What follows belongs to an exercise in optimizing a design on an open flow for small area and a short achievable clock period; a production flow would make more cautious choices.
RTL that was checked went through simulation tests only; none was proved equivalent to the original.

// DCT
module DCT(clk,rst_n,ena,done,
  data_in0,data_in1,data_in2,data_in3,data_in4,data_in5,data_in6,data_in7,
  data_out0,data_out1,data_out2,data_out3,data_out4,data_out5,data_out6,data_out7);
export LEC_CHECK = 0
export CAP_MARGIN = 20
export CORE_MARGIN = 2
export CORE_UTILIZATION = 40
export CTS_CLUSTER_DIAMETER = 70
export CTS_CLUSTER_SIZE = 30
export SETUP_SLACK_MARGIN = 1.75
export SLEW_MARGIN = 20
export SYNTH_HIERARCHICAL = 1
export SYNTH_MINIMUM_KEEP_SIZE = 0
create_clock -name core_clock -period 4.5 [get_ports {clk}]
standard.sh (not shown) runs the stock make flow with config.mk's settings and CLKGATE_MAP_FILE= SYNTH_SCRIPT=/design/flow/synth_recipe.tcl, a recipe that flattens the netlist after the stock synthesis.
==> flow/flow/run.sh <==
#!/bin/bash
# The standard layout, with plain buf_1 cells as the input/output port buffers
# (the standard flow picks a larger delay-buffer cell for them).
set -euo pipefail
export BUFFER_PORTS_ARGS="-buffer_cell sky130_fd_sc_hd__buf_1"
bash standard.sh > standard.log 2>&1
Change:
--- a/flow/design.v
+++ b/flow/design.v
@@ -1,25 +1,26 @@
 module DCT(clk,rst_n,ena,done,
   data_in0,data_in1,data_in2,data_in3,data_in4,data_in5,data_in6,data_in7,
   data_out0,data_out1,data_out2,data_out3,data_out4,data_out5,data_out6,data_out7);
 input clk,rst_n,ena;
 input signed [8:0] data_in0,data_in1,data_in2,data_in3,data_in4,data_in5,data_in6,data_in7;
 output signed [18:0] data_out0,data_out1,data_out2,data_out3,data_out4,data_out5,data_out6,data_out7;
 output done;
-reg [3:0] vld;
+reg [2:0] vld;
 always @(posedge clk or negedge rst_n)
   if (!rst_n) vld <= 0;
-  else vld <= {vld[2:0], ena};
-assign done = vld[3];
-reg [8:0] x0, x1, x2, x3, x4, x5, x6, x7;
+  else vld <= {vld[1:0], ena};
+assign done = vld[2];
+wire [8:0] x0 = data_in0, x1 = data_in1, x2 = data_in2, x3 = data_in3;
+wire [8:0] x4 = data_in4, x5 = data_in5, x6 = data_in6, x7 = data_in7;
 wire s1, c2;
 dct_fa us1 (.a(x0[0]), .b(x7[0]), .c(x3[0]), .s(s1), .co(c2));
 wire s3, c4;
 dct_fa us3 (.a(x0[1]), .b(x7[1]), .c(x3[1]), .s(s3), .co(c4));
 wire s5, c6;
 dct_fa us5 (.a(x0[2]), .b(x7[2]), .c(x3[2]), .s(s5), .co(c6));
 wire s7, c8;
 dct_fa us7 (.a(x0[3]), .b(x7[3]), .c(x3[3]), .s(s7), .co(c8));
 wire s9, c10;
 dct_fa us9 (.a(x0[4]), .b(x7[4]), .c(x3[4]), .s(s9), .co(c10));
 wire s11, c12;
 dct_fa us11 (.a(x0[5]), .b(x7[5]), .c(x3[5]), .s(s11), .co(c12));
@@ -3357,26 +3358,24 @@
 wire y6_q2416 = s2356 ^ y6_g2402;
 wire y6_q2417 = s2358 ^ y6_g2386;
 wire y6_q2418 = s2362 ^ y6_g2404;
 reg [15:0] ry0;
 reg [15:0] ry1;
 reg [14:0] ry2;
 reg [15:0] ry3;
 reg [15:0] ry4;
 reg [15:0] ry5;
 reg [14:0] ry6;
 reg [15:0] ry7;
 always @(posedge clk) begin
-  x0 <= data_in0; x1 <= data_in1; x2 <= data_in2; x3 <= data_in3;
-  x4 <= data_in4; x5 <= data_in5; x6 <= data_in6; x7 <= data_in7;
   ra_p03 <= {p03_g75, p03_q93, p03_q92, p03_q91, p03_q90, p03_q89, p03_q88, p03_q87, p03_q86, p03_q85, s36};
   ra_p12 <= {p12_g168, p12_q186, p12_q185, p12_q184, p12_q183, p12_q182, p12_q181, p12_q180, p12_q179, p12_q178, s129};
   ra_m03 <= {m03_g282, m03_q300, m03_q299, m03_q298, m03_q297, m03_q296, m03_q295, m03_q294, m03_q293, m03_q292, s239};
   ra_m12 <= {m12_g396, m12_q414, m12_q413, m12_q412, m12_q411, m12_q410, m12_q409, m12_q408, m12_q407, m12_q406, s353};
   ra_m0 <= {m0_q480, m0_q479, m0_q478, m0_q477, m0_q476, m0_q475, m0_q474, m0_q473, m0_q472, s416};
   ra_m1 <= {m1_q546, m1_q545, m1_q544, m1_q543, m1_q542, m1_q541, m1_q540, m1_q539, m1_q538, s482};
   ra_m2 <= {m2_q607, m2_q606, m2_q605, m2_q604, m2_q603, m2_q602, m2_q601, m2_q600, m2_q599, s547};
   ra_m3 <= {m3_q668, m3_q667, m3_q666, m3_q665, m3_q664, m3_q663, m3_q662, m3_q661, m3_q660, s608};
   rya1 <= {c803, s840, s836, c831, c828, c826, c824, c822, c820, c817, c814, c811, c808, c805, s804};
   ryb1 <= {c841, c837, c834, s833, s830, s827, s825, s823, s821, s819, s816, s813, s810, s807};
   rya3 <= {c987, s1024, s1020, c1015, c1012, c1009, c1006, c1003, c1000, c997, c994, c990, s989, c950, ra_m3[0]};
   ryb3 <= {c1025, c1021, c1018, s1017, s1014, s1011, s1008, s1005, s1002, s999, s996, s993, s951, s949};
The new run produced a clean layout.
Utilization rose by 0.68 points.
Count of clock-buffer cells in the layout climbs by 1.
First-iteration DRC count barely changes.
Register-to-register slack is better by 0.06 ns.
Setup slack stays flat.
For the first run of this note, only the layout was checked, not whether the RTL still works.

afterwards: timing with drivers on the ports:
The flow's constraints put no driver on any port. The routed layouts listed below were extracted and timed again, unchanged, in two steps. Step 1: set_driving_cell puts a clkbuf_16 on clk and a buf_2 on each other input, an assumption about the parent block. Step 2 moves the port delays by t, midway between the first and last clock arrival at a register: inputs arrive t later, outputs are due t later. That takes back most of the time a late clock gives input paths. a / b / c = ideal / step 1 / step 2; a / b = the first two.
run | t (ns) | setup WS [ns] | worst setup path after step 2 | latest minus earliest clock arrival (ns)
the first run | 0.627 | 1.745 / 1.745 / 1.745 | register to register | 0.041 / 0.040
the second run | 0.625 | 1.746 / 1.692 / 1.067 | input to register | 0.043 / 0.043
After both steps every run listed still meets setup and hold. For the second run, which loses most, drivers alone change the setup slack by -0.054 ns; drivers and shift together by -0.679 ns.
